This design comes from an exercise in tuning for small area on the open sky130 flow, not from production work.
In this exercise RTL edits were held to simulation tests only and were not proved equivalent to the original.
The clock port is modelled as an ideal driver, which makes a skipped or thinned clock tree look cheaper than it is; a real chip needs a root buffer or a tree.
Power figures rest on the tool's default switching activity, not on a simulated workload.

job 8811:
// top_module
module top_module(
    input clk,
    input reset,
    input echo,
    input RS232_DTE_RXD,
    output trig,
    output RS232_DTE_TXD,
    output [7:0] led
);
clock: 20.0 ns
lec_check: 0
cap_margin: 0
core_margin: 2
core_utilization: 70
slew_margin: 0
standard.sh (not shown) runs the stock make flow with config.mk's settings and CLKGATE_MAP_FILE= SYNTH_SCRIPT=/design/flow/synth_recipe.tcl, a recipe that flattens the netlist after the stock synthesis.
==> flow/flow/run.sh <==
#!/bin/bash
# Layout flow: the standard synthesis, then the combinational logic between
# the standard synthesis's flip-flops is re-mapped for area (flip-flops are
# kept as they are: same cells, same names), then the standard ORFS steps
# from floorplan to finish with a small clock tree and small port buffers.
# Each tool writes its full output to a log file in this folder.
set -euo pipefail
HERE=$(pwd)
RES=$HERE/orfs/results/sky130hd/top_module/base
LIB=$FLOW_HOME/platforms/sky130hd/lib/sky130_fd_sc_hd__tt_025C_1v80.lib

# 1. standard synthesis (synth_recipe.tcl through standard.sh)
bash standard.sh $RES/1_2_yosys.v > log_1_synth.txt 2>&1

# 2. re-map the logic between the flip-flops for area
DU=$(sed -n '/DONT_USE_CELLS += /,/^#/p' $FLOW_HOME/platforms/sky130hd/config.mk \
     | grep -o 'sky130_fd_sc_hd__[a-z0-9_]*' | sed 's/^/-dont_use /' | tr '\n' ' ')
cp $RES/1_2_yosys.v $HERE/std_synth.v
cat > remap.ys <<EOS
read_liberty -ignore_miss_func -ignore_miss_dir $LIB
blackbox sky130_fd_sc_hd__df* sky130_fd_sc_hd__edf* sky130_fd_sc_hd__sdf* sky130_fd_sc_hd__dl* sky130_fd_sc_hd__conb_1
read_verilog $HERE/std_synth.v
hierarchy -top $FLOW_TOP
flatten
opt -purge
abc -liberty $LIB $DU -script $HERE/flow/area.abc
opt_clean -purge
hilomap -singleton -hicell sky130_fd_sc_hd__conb_1 HI -locell sky130_fd_sc_hd__conb_1 LO
splitnets
opt_clean -purge
stat -liberty $LIB
write_verilog -noattr -nohex -nodec $HERE/remapped.v
EOS
yosys -l log_2_remap.txt remap.ys > /dev/null 2>&1
cp $HERE/remapped.v $RES/1_2_yosys.v

# 3. floorplan to finish
export BUFFER_PORTS_ARGS="-buffer_cell sky130_fd_sc_hd__buf_1"
export CTS_ARGS="-sink_clustering_enable -repair_clock_nets -buf_list sky130_fd_sc_hd__clkbuf_8 -dont_use_dummy_load -sink_clustering_size 24 -sink_clustering_max_diameter 80"
bash standard.sh > log_3_layout.txt 2>&1
==> flow/flow/area.abc <==
strash
dch -f
map -a
strash
dch -f
amap
strash
dch -f
amap
topo
Input-level comparison between job 4349 and job 8811:
==> flow/run.sh (new file) <==
#!/bin/bash
# synth_recipe.tcl (not shown) runs the flow's synth.tcl, then flattens the netlist and writes it again
# the make line also repeats each setting of config.mk as NAME=value (left out here)
make -C /OpenROAD-flow-scripts/flow DESIGN_CONFIG=/design/flow/config.mk WORK_HOME=/design/flow/orfs CLKGATE_MAP_FILE= SYNTH_SCRIPT=/design/flow/synth_recipe.tcl finish
--- a/flow/config.mk
+++ b/flow/config.mk
@@ -6,6 +6,7 @@
 export NUM_CORES = 4
 export LEC_CHECK = 0
-export CAP_MARGIN = 0
+export CAP_MARGIN = 20
 export CORE_MARGIN = 2
 export CORE_UTILIZATION = 70
-export SLEW_MARGIN = 0
+export CTS_BUF_LIST = sky130_fd_sc_hd__clkbuf_8
+export SLEW_MARGIN = 20
removed: flow/flow/run.sh
removed: flow/flow/area.abc
removed: flow/standard.sh
[summary]
Height of the chip, job 8811 and job 4349: higher on job 4349. Going from job 8811 to job 4349, mapped cell area went up; slew at the pin closest to its max-slew limit increased 0.14 ns.
The following lists how job 6618 was set up differently from job 4349:
==> flow/flow/run.sh (new file) <==
#!/bin/bash
# Layout flow: the standard synthesis, then the combinational logic between
# the standard synthesis's flip-flops is re-mapped for area (flip-flops are
# kept as they are: same cells, same names), then the standard ORFS steps
# from floorplan to finish with a small clock tree and small port buffers.
# Each tool writes its full output to a log file in this folder.
set -euo pipefail
HERE=$(pwd)
RES=$HERE/orfs/results/sky130hd/top_module/base
LIB=$FLOW_HOME/platforms/sky130hd/lib/sky130_fd_sc_hd__tt_025C_1v80.lib

# 1. standard synthesis (synth_recipe.tcl through standard.sh)
bash standard.sh $RES/1_2_yosys.v > log_1_synth.txt 2>&1

# 2. re-map the logic between the flip-flops for area
DU=$(sed -n '/DONT_USE_CELLS += /,/^#/p' $FLOW_HOME/platforms/sky130hd/config.mk \
     | grep -o 'sky130_fd_sc_hd__[a-z0-9_]*' | sed 's/^/-dont_use /' | tr '\n' ' ')
cp $RES/1_2_yosys.v $HERE/std_synth.v
cat > remap.ys <<EOS
read_liberty -ignore_miss_func -ignore_miss_dir $LIB
blackbox sky130_fd_sc_hd__df* sky130_fd_sc_hd__edf* sky130_fd_sc_hd__sdf* sky130_fd_sc_hd__dl* sky130_fd_sc_hd__conb_1
read_verilog $HERE/std_synth.v
hierarchy -top $FLOW_TOP
flatten
opt -purge
abc -liberty $LIB $DU -script $HERE/flow/area.abc
opt_clean -purge
hilomap -singleton -hicell sky130_fd_sc_hd__conb_1 HI -locell sky130_fd_sc_hd__conb_1 LO
splitnets
opt_clean -purge
stat -liberty $LIB
write_verilog -noattr -nohex -nodec $HERE/remapped.v
EOS
yosys -l log_2_remap.txt remap.ys > /dev/null 2>&1
cp $HERE/remapped.v $RES/1_2_yosys.v

# 3. floorplan to finish
export BUFFER_PORTS_ARGS="-buffer_cell sky130_fd_sc_hd__buf_1"
export CTS_ARGS="-sink_clustering_enable -repair_clock_nets -buf_list sky130_fd_sc_hd__clkbuf_8 -dont_use_dummy_load"
bash standard.sh > log_3_layout.txt 2>&1
==> flow/flow/area.abc (new file) <==
strash
dch -f
map -a
strash
dch -f
amap
strash
dch -f
amap
topo
==> flow/standard.sh (new file) <==
#!/bin/bash
# synth_recipe.tcl (not shown) runs the flow's synth.tcl, then flattens the netlist and writes it again
# the make line also repeats each setting of config.mk as NAME=value (left out here)
make -C /OpenROAD-flow-scripts/flow DESIGN_CONFIG=/design/flow/config.mk WORK_HOME=/design/flow/orfs CLKGATE_MAP_FILE= SYNTH_SCRIPT=/design/flow/synth_recipe.tcl "${@:-finish}"
--- a/flow/config.mk
+++ b/flow/config.mk
@@ -9,4 +9,3 @@
 export CORE_MARGIN = 2
 export CORE_UTILIZATION = 70
-export CTS_BUF_LIST = sky130_fd_sc_hd__clkbuf_8
 export SLEW_MARGIN = 20
removed: flow/run.sh
Taking job 4349 as the reference point, the final-layout worst hold slack of job 6618 falls by 0.038 ns. Final setup skew: job 6618 vs job 4349 up 0.019 ns. Job 6618: buffers plus inverters on the worst setup path is 1 higher than what job 4349 reported. Met1 routing resource usage after global routing (lower): job 6618. Note that the chip width recorded for job 4349 amounts to 1.09 times the value seen in job 6618. Reported for job 4349 and job 6618, total overflow reported by the global router turned out identical to the last digit. Against job 4349 as the reference, job 6618 delivers a lower worst endpoint data arrival time. In the final reports, the cell area of job 6618 is smaller than that of job 4349.

---

## job 8180
Another version of the RTL of top_module (not shown whole).
For scale: about 440 cells after synthesis, roughly 14 I/O pins, ~0.0041 sq mm of cells after synthesis.
clock: 20.0 ns
lec_check: 0
cap_margin: 0
core_margin: 2
core_utilization: 70
slew_margin: 0
==> flow/flow/run.sh <==
#!/bin/bash
# Layout flow: the standard synthesis, then the combinational logic between
# the standard synthesis's flip-flops is re-mapped for area with a few ABC
# scripts (flip-flops are kept as they are: same cells, same names); the
# smallest result that ABC proves equivalent to the standard netlist is used.
# Then the standard ORFS steps from floorplan to finish, with a small clock
# tree (the clock port drives four leaf buffers) and small port buffers. Each tool writes its output to a log here.
set -euo pipefail
HERE=$(pwd)
RES=$HERE/orfs/results/sky130hd/top_module/base
LIB=$FLOW_HOME/platforms/sky130hd/lib/sky130_fd_sc_hd__tt_025C_1v80.lib
YOSYS=yosys
[ -x $FLOW_HOME/../tools/install/yosys/bin/yosys ] && YOSYS=$FLOW_HOME/../tools/install/yosys/bin/yosys
YABC=$(dirname $(command -v $YOSYS))/yosys-abc

# 1. standard synthesis (synth_recipe.tcl through standard.sh)
bash standard.sh $RES/1_2_yosys.v > log_1_synth.txt 2>&1
cp $RES/1_2_yosys.v $HERE/std_synth.v

# 2. re-map the logic between the flip-flops for area
DU=$(sed -n '/DONT_USE_CELLS += /,/^#/p' $FLOW_HOME/platforms/sky130hd/config.mk \
     | grep -o 'sky130_fd_sc_hd__[a-z0-9_]*' | sed 's/^/-dont_use /' | tr '\n' ' ')
BB="sky130_fd_sc_hd__df* sky130_fd_sc_hd__edf* sky130_fd_sc_hd__sdf* sky130_fd_sc_hd__dl* sky130_fd_sc_hd__conb_1"
# the standard netlist as BLIF for the equivalence check
cat > toblif_std.ys <<EOS
read_liberty -ignore_miss_func -ignore_miss_dir $LIB
read_verilog $HERE/std_synth.v
hierarchy -top $FLOW_TOP
flatten
async2sync
dffunmap
opt_clean
write_blif -gates $HERE/std_synth.blif
EOS
$YOSYS -l log_2_std_blif.txt toblif_std.ys > /dev/null 2>&1
best=""; best_area=""
for s in $HERE/flow/abc/*.abc; do
  n=$(basename $s .abc)
  cat > remap_$n.ys <<EOS
read_liberty -ignore_miss_func -ignore_miss_dir $LIB
blackbox $BB
read_verilog $HERE/std_synth.v
hierarchy -top $FLOW_TOP
flatten
opt -purge
abc -liberty $LIB $DU -script $s
opt_clean -purge
hilomap -singleton -hicell sky130_fd_sc_hd__conb_1 HI -locell sky130_fd_sc_hd__conb_1 LO
splitnets
opt_clean -purge
stat -liberty $LIB
write_verilog -noattr -nohex -nodec $HERE/remap_$n.v
EOS
  $YOSYS -l log_2_remap_$n.txt remap_$n.ys > /dev/null 2>&1 || continue
  a=$(grep 'Chip area' log_2_remap_$n.txt | tail -1 | awk '{print $NF}')
  cat > toblif_$n.ys <<EOS
read_liberty -ignore_miss_func -ignore_miss_dir $LIB
read_verilog $HERE/remap_$n.v
hierarchy -top $FLOW_TOP
flatten
async2sync
dffunmap
opt_clean
write_blif -gates $HERE/remap_$n.blif
EOS
  $YOSYS -l log_2_blif_$n.txt toblif_$n.ys > /dev/null 2>&1 || continue
  $YABC -c "dsec $HERE/std_synth.blif $HERE/remap_$n.blif" > log_2_dsec_$n.txt 2>&1 || true
  if grep -q "Networks are equivalent" log_2_dsec_$n.txt; then
    echo "$n area $a equivalent" >> log_2_choice.txt
    if [ -z "$best" ] || awk "BEGIN{exit !($a < $best_area)}"; then best=$n; best_area=$a; fi
  else
    echo "$n area $a NOT proven" >> log_2_choice.txt
  fi
done
if [ -n "$best" ]; then
  echo "chosen $best $best_area" >> log_2_choice.txt
  cp $HERE/remap_$best.v $RES/1_2_yosys.v
else
  echo "chosen standard" >> log_2_choice.txt
fi

# 3. floorplan to finish
export MATCH_CELL_FOOTPRINT=0
export BUFFER_PORTS_ARGS="-buffer_cell sky130_fd_sc_hd__buf_1"
export CTS_ARGS="-sink_clustering_enable -repair_clock_nets -buf_list sky130_fd_sc_hd__clkbuf_8 -dont_use_dummy_load"
# after CTS, the clock port drives four leaf buffers, each one cluster of flip-flops
export POST_CTS_TCL=$HERE/flow/post_cts.tcl
bash standard.sh > log_3_layout.txt 2>&1
==> flow/flow/abc/a2.abc <==
strash
dch -f
amap
topo
==> flow/flow/abc/b5.abc <==
strash
dch -f
amap
strash
dch -f
amap
strash
dch -f
amap
topo
==> flow/flow/abc/c8.abc <==
strash
dch -f
amap
strash
dch -f
amap
strash
dch -f
amap
strash
dch -f
amap
strash
dch -f
amap
topo
==> flow/flow/abc/d6.abc <==
strash
dch -f
amap
mfs -W 4 -F 4
strash
dch -f
amap
topo
==> flow/flow/abc/x12.abc <==
strash
dch -f
amap -m
mfs
strash
dch -f
amap -m
==> flow/flow/abc/x3.abc <==
strash
dch -f
amap -A 4
mfs
strash
dch -f
amap -A 4
==> flow/flow/abc/x8.abc <==
strash
dch -f
amap
mfs
strash
dch -f
amap
mfs
strash
dch -f
amap
mfs
strash
dch -f
amap
==> flow/flow/abc/x9.abc <==
strash
dch -f
amap
mfs -a
strash
dch -f
amap
mfs
strash
dch -f
amap
Other scripts of this flow, unchanged in this note and not shown: flow/flow/abc/b9.abc, flow/flow/abc/c4.abc, flow/flow/abc/c7.abc, flow/flow/abc/d1.abc, flow/flow/abc/d2.abc, flow/flow/abc/d4.abc, flow/flow/post_cts.tcl
Having completed the whole flow, job 8180 delivered a layout that passed the timing, DRC and antenna checks.
Modified inputs, job 8920 compared to job 8180
- a change of CAP_MARGIN from 0 to 20
- a change of CORE_UTILIZATION from 70 to 55
- a change of SLEW_MARGIN from 0 to 20
diff --git a/flow/flow/run.sh b/flow/flow/run.sh
--- a/flow/flow/run.sh
+++ b/flow/flow/run.sh
@@ -83 +82,0 @@
-export MATCH_CELL_FOOTPRINT=0
==> comparison <==
Lower data arrival time at the worst-slack endpoint among job 8920 and job 8180: job 8180
Final cell area: job 8920 above job 8180
Compared with job 8180, job 8920 shows proportion of power drawn by the clock network lower by 0.5 points.
echo as the beginning of the critical path was reported by job 8180, and st[2]$_DFFE_PP0P_ by job 8920.
The higher switching part of the total came out of job 8180.
Diff job 8180 -> job 8920 | placed wire-length estimate after detailed placement | decrease of about 5%
Diff job 8920 and job 8180: final cell count lower in job 8180
Compared with job 8180, in job 8920 sequential share of layout area lost 0.23 points; register-to-register slack lost 0.42 ns; multi-input gate share of the layout cell area lost 0.15 points.
For the total global-route track usage, job 8920 came in 7.6 points lower than job 8180 did.
[inputs] job 2628 vs job 8920
- CORE_UTILIZATION now 70, was 55
removed: flow/flow/abc/a2.abc
removed: flow/flow/abc/b5.abc
removed: flow/flow/abc/c8.abc
removed: flow/flow/abc/d6.abc
removed: flow/flow/abc/x12.abc
removed: flow/flow/abc/x3.abc
removed: flow/flow/abc/x8.abc
removed: flow/flow/abc/x9.abc
Notes after the runs:
Relative to job 8920, number of DRC violations after detailed-routing iteration 0 has decreased by about 3.2% in job 2628. Compared job 8920 against job 2628; multi-input logic area within noise. Summary of job 2628 over job 8920: via count rose by 44, weighted congestion at the end of routability-driven global placement rose by about 5%, setup slack at placement fell by 0.19 ns, core utilization of the finished layout rose by 17 points, total power fell by about 0.7%.
Changes in job 3287 relative to job 2628:
- CORE_UTILIZATION: 70 -> 80
==> flow/flow/abc/a2.abc (new file) <==
strash
dch -f
amap
topo
==> flow/flow/abc/b5.abc (new file) <==
strash
dch -f
amap
strash
dch -f
amap
strash
dch -f
amap
topo
==> flow/flow/abc/c8.abc (new file) <==
strash
dch -f
amap
strash
dch -f
amap
strash
dch -f
amap
strash
dch -f
amap
strash
dch -f
amap
topo
==> flow/flow/abc/d6.abc (new file) <==
strash
dch -f
amap
mfs -W 4 -F 4
strash
dch -f
amap
topo
==> flow/flow/abc/x12.abc (new file) <==
strash
dch -f
amap -m
mfs
strash
dch -f
amap -m
==> flow/flow/abc/x3.abc (new file) <==
strash
dch -f
amap -A 4
mfs
strash
dch -f
amap -A 4
==> flow/flow/abc/x8.abc (new file) <==
strash
dch -f
amap
mfs
strash
dch -f
amap
mfs
strash
dch -f
amap
mfs
strash
dch -f
amap
==> flow/flow/abc/x9.abc (new file) <==
strash
dch -f
amap
mfs -a
strash
dch -f
amap
mfs
strash
dch -f
amap
### Flow results
- In terms of number of nets in the layout, job 2628 and job 3287 differ only marginally.
- Initial standard-cell utilization of the core: job 3287 > job 2628
- Taking job 2628 as the reference, in job 3287 power density normalized to cell area has increased, via count has increased, average detailed-routed wire length per instance has increased, wire length reported by the detailed router has increased, synthesis-to-layout area growth has remained practically unchanged.
- Job 3287 gives more global-route total usage across every layer than job 2628 did.
What job 7355 does differently from job 3287 at the input level:
- CORE_UTILIZATION changed from 80 to 70
- GPL_TIMING_DRIVEN newly set to 0
Results
- Between job 7355 and job 3287, it is job 7355 whose global-route met3 utilization is lower, by 3.0 points.
- Status: total leakage power parity (job 3287, job 7355)
- The design area on job 3287 is in line with that on job 7355.
- For the portion of the clock cycle consumed by the worst path in the final layout, job 7355 came in 2.1 points higher than job 3287 did.
- Diff job 3287 -> job 7355: global-route total usage across every layer down 7.4 points; total power consumption of the routed design shows no meaningful change.
In every run of this note, the design's own scripts or RTL, not TritonCTS, make the clock network.

## what the ideal ports hide
How much do the figures lean on ideal ports? The routed layouts below were timed once more, with nothing changed but the port constraints. Step 1: set_driving_cell puts a clkbuf_16 on clk and a buf_2 on each other input, an assumption about the parent block. Step 2 also shifts input and output timing later by t, the mid clock arrival at the registers, as if the neighbouring blocks saw the same clock. a / b / c = ideal / step 1 / step 2; a / b = the first two.
| run | t (ns) | slack for setup (ns) | latest minus earliest clock arrival (ns) | slew at the worst register clock pin (ns) |
|---|---|---|---|---|
| job 8811 | 0.379 | 14.673 / 14.642 / 14.469 | 0.026 / 0.026 | 0.10 / 0.10 |
| job 4349 | 0.398 | 14.059 / 14.026 / 14.269 | 0.007 / 0.007 | 0.10 / 0.10 |
| job 6618 | 0.379 | 14.673 / 14.642 / 14.469 | 0.026 / 0.026 | 0.10 / 0.10 |
| job 8180 | 0.219 | 14.912 / 14.844 / 14.754 | 0.010 / 0.010 | 0.11 / 0.11 |
| job 8920 | 0.217 | 14.523 / 14.523 / 14.523 | 0.014 / 0.013 | 0.11 / 0.11 |
| job 2628 | 0.215 | 14.270 / 14.269 / 14.269 | 0.012 / 0.012 | 0.10 / 0.10 |
| job 3287 | 0.222 | 14.079 / 14.079 / 14.079 | 0.008 / 0.008 | 0.11 / 0.11 |
| job 7355 | 0.220 | 13.653 / 13.653 / 13.653 | 0.014 / 0.014 | 0.11 / 0.11 |
After both steps every run listed still meets setup and hold.
